Source: an optimization exercise on an open RTL-to-GDS flow (aim: small area and a short achievable clock period). Production flows keep margins and buffers that such runs may drop.
The RTL was checked by simulation tests, not by an equivalence proof against the original design.
Power and IR drop assume default switching activity.

Setup of north:
## inexact_filter
module inexact_filter
# (parameter COUNT = 256)  
(input [7:0] Pixel_in,
input  clk,
output [7:0] Median
);
    function cmp;
        input [7:0] X, Y;
        reg [3:0] H, L;
        integer k;
        begin
            for (k = 0; k < 4; k = k + 1) begin
                H[k] = (X[2*k] & ~Y[2*k+1]) | (X[2*k+1] & ~Y[2*k+1]) | (X[2*k+1] & ~Y[2*k]);
                L[k] = ~X[2*k+1] & Y[2*k+1];
            end
            cmp = H[3] | (~(H[3] | L[3]) & H[2])
                       | (~(H[3] | L[3]) & ~(H[2] | L[2]) & H[1])
                       | (~(H[3] | L[3]) & ~(H[2] | L[2]) & ~(H[1] | L[1]) & H[0]);
        end
    endfunction
    reg [7:0] lb [0:2*COUNT-2];
    integer i;
    always @(posedge clk) begin
        lb[0] <= Pixel_in;
        for (i = 1; i < 2*COUNT-1; i = i + 1)
            lb[i] <= lb[i-1];
    end
    wire [7:0] A = lb[2*COUNT-2];
    wire [7:0] B = lb[COUNT-2];
    wire       s0 = cmp(A, B);
    reg  [7:0] T1, Tx;   
    reg        r;        
    always @(posedge clk) begin
        T1 <= s0 ? B : A;
        Tx <= s0 ? A : B;
        r  <= s0 ? cmp(B, A) : cmp(A, B);
    end
    reg [7:0] M1, D1, N1, M2, D2, N2;
    reg [7:0] Med_r;
    wire [7:0] X = Pixel_in;
    wire [7:0] v [0:8];
    assign v[0] = X;  assign v[1] = T1; assign v[2] = Tx;
    assign v[3] = M1; assign v[4] = M2; assign v[5] = D1;
    assign v[6] = D2; assign v[7] = N1; assign v[8] = N2;
    wire [80:0] G;   
    genvar gi, gj;
    generate
        for (gi = 0; gi < 9; gi = gi + 1) begin : gr
            for (gj = 0; gj < 9; gj = gj + 1) begin : gc
                assign G[9*gi+gj] = cmp(v[gi], v[gj]);
            end
        end
    endgenerate
    function icmp;
        input [8:0] u, w;
        input [80:0] g;
        integer a, b;
        begin
            icmp = 1'b0;
  ...
For scale: about 5,700 cells after synthesis, ~93,000 um2 of cells after synthesis.
==> flow/config.mk <==
export PLATFORM = sky130hd
export DESIGN_NAME = inexact_filter
export DESIGN_NICKNAME = inexact_filter
export VERILOG_FILES = /design/flow/design.v
export SDC_FILE = /design/flow/constraint.sdc
export NUM_CORES = 4
export LEC_CHECK = 0
export ABC_CLOCK_PERIOD_IN_PS = 2000
export CAP_MARGIN = 20
export CORE_MARGIN = 2
export CORE_UTILIZATION = 40
export SETUP_SLACK_MARGIN = 5
export SLEW_MARGIN = 20
==> flow/constraint.sdc <==
create_clock -name core_clock -period 11.0 [get_ports {clk}]
set_input_delay 2.2000 -clock core_clock [delete_from_list [all_inputs] [get_ports {clk}]]
set_output_delay 2.2000 -clock core_clock [all_outputs]
set_load 0.01 [all_outputs]
standard.sh (not shown) runs the stock make flow with config.mk's settings and CLKGATE_MAP_FILE= SYNTH_SCRIPT=/design/flow/synth_recipe.tcl, a recipe that flattens the netlist after the stock synthesis.
==> flow/flow/run.sh <==
#!/bin/bash
set -euo pipefail
MARGIN=${MARGIN:-7.5}
bash standard.sh SETUP_SLACK_MARGIN=$MARGIN finish > standard_flow.log 2>&1
Looking at the reports, north completed the entire flow and the layout it produced met the timing, DRC and antenna checks.
What south does differently from north at the input level:
==> flow/run.sh (new file) <==
#!/bin/bash
# synth_recipe.tcl (not shown) runs the flow's synth.tcl, then flattens the netlist and writes it again
# the make line also repeats each setting of config.mk as NAME=value (left out here)
make -C /OpenROAD-flow-scripts/flow DESIGN_CONFIG=/design/flow/config.mk WORK_HOME=/design/flow/orfs CLKGATE_MAP_FILE= SYNTH_SCRIPT=/design/flow/synth_recipe.tcl finish
removed: flow/flow/run.sh
removed: flow/standard.sh
==> run summary <==
Comparing south and north, the lower final core area utilization was measured on south. Against north, south reports a length of routed met2 wiring that is higher. Met1 usage in global routing essentially unchanged between south and north.


== job 105 ==
Another version of the RTL of inexact_filter (not shown whole).
Size: roughly 17 I/O pins, roughly 93000 um^2 of cells after synthesis.
export LEC_CHECK = 0
export ABC_CLOCK_PERIOD_IN_PS = 2000
export CAP_MARGIN = 20
export CORE_MARGIN = 2
export CORE_UTILIZATION = 40
export CTS_CLUSTER_DIAMETER = 100
export CTS_CLUSTER_SIZE = 32
export SETUP_SLACK_MARGIN = 5
export SLEW_MARGIN = 20
create_clock -name core_clock -period 11.0 [get_ports {clk}]
==> flow/flow/run.sh <==
#!/bin/bash
# Layout flow: the standard synthesis, then the combinational logic of the
# synthesized netlist is re-mapped by ABC for delay (the flip-flops are kept as
# they are: same instances, names and cells), then the standard layout
# (floorplan to final) with a larger setup margin for ORFS's timing repair.
# The SDC is the design's, unchanged. Each tool's output goes to a log here.
set -euo pipefail
MARGIN=${MARGIN:-7.5}
ABCSCRIPT=$(cat flow/abc.script)
RES=orfs/results/${FLOW_PLATFORM:-sky130hd}/inexact_filter/base
LIB=$FLOW_HOME/platforms/sky130hd/lib/sky130_fd_sc_hd__tt_025C_1v80.lib
YOSYS=$FLOW_HOME/../tools/install/yosys/bin/yosys
[[ -x $YOSYS ]] || YOSYS=yosys

bash standard.sh SETUP_SLACK_MARGIN=$MARGIN synth > 1_standard_synth.log 2>&1
cp $RES/1_2_yosys.v 1_2_yosys_standard.v

# cells the re-mapping may not use: the platform's don't-use cells, delay
# cells, and slow wide gates
DU=$(grep -o 'cell ("sky130_fd_sc_hd__[a-z0-9_]*")' $LIB | sed 's/cell ("//; s/")//' \
     | grep -E "__(probe|lpflow|clkdly|dlygate|dlymetal|einv|ebuf|or3|or4|nor4|and4|a2111|o2111|a222|a311|o311|a41|o41|a32|o32)" \
     | sed 's/^/-dont_use /' | tr '\n' ' ')
FLOPS=$(grep -o 'sky130_fd_sc_hd__df[a-z0-9_]*' 1_2_yosys_standard.v | sort -u | tr '\n' ' ')
cat > remap.ys <<EOS
read_liberty -ignore_miss_func $LIB
blackbox $FLOPS
read_verilog 1_2_yosys_standard.v
hierarchy -top $FLOW_TOP
flatten
opt_clean
abc -script +$ABCSCRIPT -liberty $LIB $DU -D 100
opt_clean -purge
stat -liberty $LIB
write_verilog -noattr -noexpr 1_2_yosys_remap.v
EOS
$YOSYS -s remap.ys > 2_remap_yosys.log 2>&1
cp 1_2_yosys_remap.v $RES/1_2_yosys.v

bash standard.sh SETUP_SLACK_MARGIN=$MARGIN finish > 3_standard_layout.log 2>&1
==> flow/flow/abc.script <==
strash;dc2;dch,-f;map,-D,100;buffer,-c;upsize,-c;dnsize,-c
Job 105 finished every stage and its layout cleared the timing, DRC and antenna checks.
## Diff of input files: job 103 against job 105
==> flow/flow/run.sh <==
#!/bin/bash
set -euo pipefail
MARGIN=${MARGIN:-7.5}
bash standard.sh SETUP_SLACK_MARGIN=$MARGIN finish > standard_flow.log 2>&1
removed: flow/flow/abc.script
==> run summary <==
Compared with job 105, job 103 shows a higher final period utilization. In job 103 the count of TritonRoute iterations in the first routing pass turned out 1 higher than in job 105. | register share of total power | job 103 vs job 105 | 0.5 points higher |. Going from job 105 to job 103, total area of multi-input combinational cells moved up; non-clock buffer count moved up. There was hardly any difference in total via count after detailed routing between job 103 and job 105. Comparing job 105 and job 103, the lower average footprint of a synthesized cell was measured on job 105. | part of the power in the clock network | higher: job 103 |.


Setup of sierra:
Another version of the RTL of inexact_filter (not shown whole).
Size: about 5,800 cells after synthesis, ~17 I/O pins, roughly 0.093 mm² of cells after synthesis.
// inexact_filter
module inexact_filter
# (parameter COUNT = 256)  
(input [7:0] Pixel_in,
input  clk,
output [7:0] Median
);
export LEC_CHECK = 0
export ABC_CLOCK_PERIOD_IN_PS = 2000
export CAP_MARGIN = 20
export CORE_MARGIN = 2
export CORE_UTILIZATION = 40
export CTS_CLUSTER_DIAMETER = 100
export CTS_CLUSTER_SIZE = 32
export SETUP_SLACK_MARGIN = 5
export SLEW_MARGIN = 20
create_clock -name core_clock -period 11.0 [get_ports {clk}]
==> flow/flow/run.sh <==
#!/bin/bash
# Layout flow: the standard synthesis, then the combinational logic of the
# synthesized netlist is re-mapped by ABC for delay (the flip-flops are kept as
# they are: same instances, names and cells), then the standard layout
# (floorplan to final) with a larger setup margin for ORFS's timing repair.
# The SDC is the design's, unchanged. Each tool's output goes to a log here.
set -euo pipefail
MARGIN=${MARGIN:-7.5}
ABCSCRIPT=$(cat flow/abc.script)
RES=orfs/results/${FLOW_PLATFORM:-sky130hd}/inexact_filter/base
LIB=$FLOW_HOME/platforms/sky130hd/lib/sky130_fd_sc_hd__tt_025C_1v80.lib
YOSYS=$FLOW_HOME/../tools/install/yosys/bin/yosys
[[ -x $YOSYS ]] || YOSYS=yosys

bash standard.sh SETUP_SLACK_MARGIN=$MARGIN synth > 1_standard_synth.log 2>&1
cp $RES/1_2_yosys.v 1_2_yosys_standard.v

# cells the re-mapping may not use: the platform's don't-use cells, delay
# cells, and slow wide gates
DU=$(grep -o 'cell ("sky130_fd_sc_hd__[a-z0-9_]*")' $LIB | sed 's/cell ("//; s/")//' \
     | grep -E "__(probe|lpflow|clkdly|dlygate|dlymetal|einv|ebuf|or3|or4|nor4|and4|a2111|o2111|a222|a311|o311|a41|o41|a32|o32)" \
     | sed 's/^/-dont_use /' | tr '\n' ' ')
FLOPS=$(grep -o 'sky130_fd_sc_hd__df[a-z0-9_]*' 1_2_yosys_standard.v | sort -u | tr '\n' ' ')
cat > remap.ys <<EOS
read_liberty -ignore_miss_func $LIB
blackbox $FLOPS
read_verilog 1_2_yosys_standard.v
hierarchy -top $FLOW_TOP
flatten
opt_clean
abc -script +$ABCSCRIPT -liberty $LIB $DU -D 100
opt_clean -purge
stat -liberty $LIB
write_verilog -noattr -noexpr 1_2_yosys_remap.v
EOS
$YOSYS -s remap.ys > 2_remap_yosys.log 2>&1
cp 1_2_yosys_remap.v $RES/1_2_yosys.v

bash standard.sh SETUP_SLACK_MARGIN=$MARGIN finish > 3_standard_layout.log 2>&1
==> flow/flow/abc.script <==
strash;dch;map,-D,100;buffer,-c;upsize,-c;dnsize,-c
Here is what was changed in the inputs of nickel compared with sierra.
--- a/flow/flow/run.sh
+++ b/flow/flow/run.sh
@@ -9 +8,0 @@
-ABCSCRIPT=$(cat flow/abc.script)
@@ -23,0 +23 @@
+remap() {  # remap ABC_SCRIPT LOG
@@ -31 +31 @@
-abc -script +$ABCSCRIPT -liberty $LIB $DU -D 100
+abc -script +$1 -liberty $LIB $DU -D 100
@@ -36,2 +36,14 @@
-$YOSYS -s remap.ys > 2_remap_yosys.log 2>&1
-cp 1_2_yosys_remap.v $RES/1_2_yosys.v
+$YOSYS -s remap.ys > $2 2>&1
+}
+# the ABC scripts to try, in order (flow/abc.script first); if none works the
+# standard netlist is kept
+mapfile -t SCRIPTS < <(cat flow/abc.script; echo; echo 'strash;dc2;dch,-f;map,-D,100;topo;buffer,-c;upsize,-c;dnsize,-c'; echo 'strash;dch;map,-D,100')
+i=0
+for sc in "${SCRIPTS[@]}"; do
+  [[ -n $sc ]] || continue
+  i=$((i+1))
+  if remap "$sc" 2_remap_yosys_$i.log; then
+    cp 1_2_yosys_remap.v $RES/1_2_yosys.v
+    break
+  fi
+done
==> flow/flow/abc.script <==
strash;dch;map,-D,100;topo;buffer,-c;upsize,-c;dnsize,-c
[summary]
- As far as final critical-path share of the clock period goes, sierra and nickel are indistinguishable; the numbers are identical.
- As far as synthesized cell count goes, nickel and sierra are indistinguishable; the numbers are identical.
- From sierra to nickel, total design power did not move at all.
- Diff sierra -> nickel: number of standard cells in the layout, taps in and fillers out barely changed; floorplan die width flat; share of final layout cell area taken by clock buffers and inverters held; clock buffer instance count of the final layout was more or less identical.
- Diff sierra -> nickel: required time reported for the critical path endpoint level, residual overflow from global routing level, total wirelength of the detailed-routed design level, combined global-route utilization of all metal layers level.
Inputs modified between nickel and yarrow:
--- a/flow/config.mk
+++ b/flow/config.mk
@@ -12,2 +12,2 @@
-export CTS_CLUSTER_DIAMETER = 100
-export CTS_CLUSTER_SIZE = 32
+export CTS_CLUSTER_DIAMETER = 80
+export CTS_CLUSTER_SIZE = 36
==> comparison <==
yarrow: done, clean on timing, DRC and antenna. Delta (yarrow minus nickel): die area now sits at about the same level; clock group share of total power now sits higher. Final period demand of the worst path (yarrow over nickel): increase, 37 ps. yarrow consumes more power than nickel does. Final cell area excluding filler cells essentially unchanged between nickel and yarrow. Between nickel and yarrow, the difference in share of the final layout cell area in sequential cells is negligible. [compare] base=nickel new=yarrow: mean area per synthesized cell essentially unchanged; multi-input gate share of total cell area essentially unchanged; routed wire length essentially unchanged; overall fraction of global-route tracks in use essentially unchanged.


AL:
RTL: one of the versions met above, not the one the previous note started from.
For scale: roughly 17 I/O pins, roughly 0.094 mm2 of cells after synthesis.
export LEC_CHECK = 0
export ABC_CLOCK_PERIOD_IN_PS = 2000
export CAP_MARGIN = 20
export CORE_MARGIN = 2
export CORE_UTILIZATION = 40
export CTS_CLUSTER_DIAMETER = 100
export CTS_CLUSTER_SIZE = 32
export SETUP_SLACK_MARGIN = 5
export SLEW_MARGIN = 20
create_clock -name core_clock -period 11.0 [get_ports {clk}]
==> flow/flow/run.sh <==
#!/bin/bash
# Layout flow: the standard synthesis, then the combinational logic of the
# synthesized netlist is re-mapped by ABC for delay (the flip-flops are kept as
# they are: same instances, names and cells), then the standard layout
# (floorplan to final) with a larger setup margin for ORFS's timing repair.
# The SDC is the design's, unchanged. Each tool's output goes to a log here.
set -euo pipefail
MARGIN=${MARGIN:-8.5}
ABCSCRIPT=$(cat flow/abc.script)
RES=orfs/results/${FLOW_PLATFORM:-sky130hd}/inexact_filter/base
LIB=$FLOW_HOME/platforms/sky130hd/lib/sky130_fd_sc_hd__tt_025C_1v80.lib
YOSYS=$FLOW_HOME/../tools/install/yosys/bin/yosys
[[ -x $YOSYS ]] || YOSYS=yosys

bash standard.sh SETUP_SLACK_MARGIN=$MARGIN synth > 1_standard_synth.log 2>&1
cp $RES/1_2_yosys.v 1_2_yosys_standard.v

# cells the re-mapping may not use: the platform's don't-use cells, delay
# cells, and slow wide gates
DU=$(grep -o 'cell ("sky130_fd_sc_hd__[a-z0-9_]*")' $LIB | sed 's/cell ("//; s/")//' \
     | grep -E "__(probe|lpflow|clkdly|dlygate|dlymetal|einv|ebuf|or3|or4|nor4|and4|a2111|o2111|a222|a311|o311|a41|o41|a32|o32)" \
     | sed 's/^/-dont_use /' | tr '\n' ' ')
FLOPS=$(grep -o 'sky130_fd_sc_hd__df[a-z0-9_]*' 1_2_yosys_standard.v | sort -u | tr '\n' ' ')
cat > remap.ys <<EOS
read_liberty -ignore_miss_func $LIB
blackbox $FLOPS
read_verilog 1_2_yosys_standard.v
hierarchy -top $FLOW_TOP
flatten
opt_clean
abc -script +$ABCSCRIPT -liberty $LIB $DU -D 100
opt_clean -purge
stat -liberty $LIB
write_verilog -noattr -noexpr 1_2_yosys_remap.v
EOS
$YOSYS -s remap.ys > 2_remap_yosys.log 2>&1
cp 1_2_yosys_remap.v $RES/1_2_yosys.v

bash standard.sh SETUP_SLACK_MARGIN=$MARGIN finish > 3_standard_layout.log 2>&1
==> flow/flow/abc.script <==
strash;dch;map,-D,100;buffer,-c;upsize,-c;dnsize,-c
Every stage of the flow completed for AL, and the final layout passed the timing, DRC and antenna checks.
Inputs modified between AL and MS:
--- a/flow/flow/run.sh
+++ b/flow/flow/run.sh
@@ -7,3 +7,3 @@
 set -euo pipefail
-MARGIN=${MARGIN:-8.5}
+MARGIN=${MARGIN:-7.5}
 ABCSCRIPT=$(cat flow/abc.script)
Results
Summary of the comparison: number of gates resized after CTS is lower in MS, relative to AL. MS ended up with met4 as its top routing layer in use; AL ended up with met5. Going from AL to MS, sum of net half-perimeters after detailed placement grew slightly. Stage delay of the slowest cell on the critical path: AL and MS compared, lower one is MS. The combinational power in MS sits 2.9% below the value recorded for AL. MS falls short of AL in worst max-slew margin expressed relative to the limit. Per the comparison of MS with AL, worst path setup slack after routing now smaller; antenna diode count now smaller; largest voltage drop on the vdd net now larger; final clock period utilization by the worst path now larger. [MS vs AL] sequential fraction of total cell area: higher in MS. AL and MS ended up with nearly the same number of placed instances, taps included.

## port drivers added, routing unchanged
Ports are ideal in the flow. The routed layouts listed here were re-timed in OpenROAD.
Step 1: set_driving_cell puts a clkbuf_16 on clk and a buf_2 on each other input, an assumption about the parent block.
Step 2 times the ports against the registers' clock, not the clock port: input delays grow and output delays shrink by t, the midpoint of the rising clock arrivals with the driver on.
Slacks: ideal / step 1 / step 2; pairs: ideal / step 1.
run | t (ns) | setup slack, ns | worst setup path after step 2 | cell pins on the clock port's net
north | 0.997 | 5.576 / 5.625 / 4.628 | input to register | 1
south | 0.995 | 5.092 / 5.092 / 4.193 | input to register | 1
job 105 | 0.896 | 6.960 / 6.982 / 6.086 | input to register | 1
job 103 | 0.908 | 6.609 / 6.628 / 5.719 | input to register | 1
sierra | 0.895 | 7.253 / 7.172 / 6.462 | input to register | 1
nickel | 0.895 | 7.253 / 7.172 / 6.462 | input to register | 1
yarrow | 0.891 | 7.216 / 7.136 / 6.456 | input to register | 1
AL | 0.891 | 7.188 / 7.161 / 6.320 | input to register | 1
MS | 0.896 | 7.114 / 7.096 / 6.251 | input to register | 1
After both steps every run listed still meets setup and hold. The setup slack of north, which loses most, moves by +0.049 ns with the drivers and by -0.948 ns with both steps.
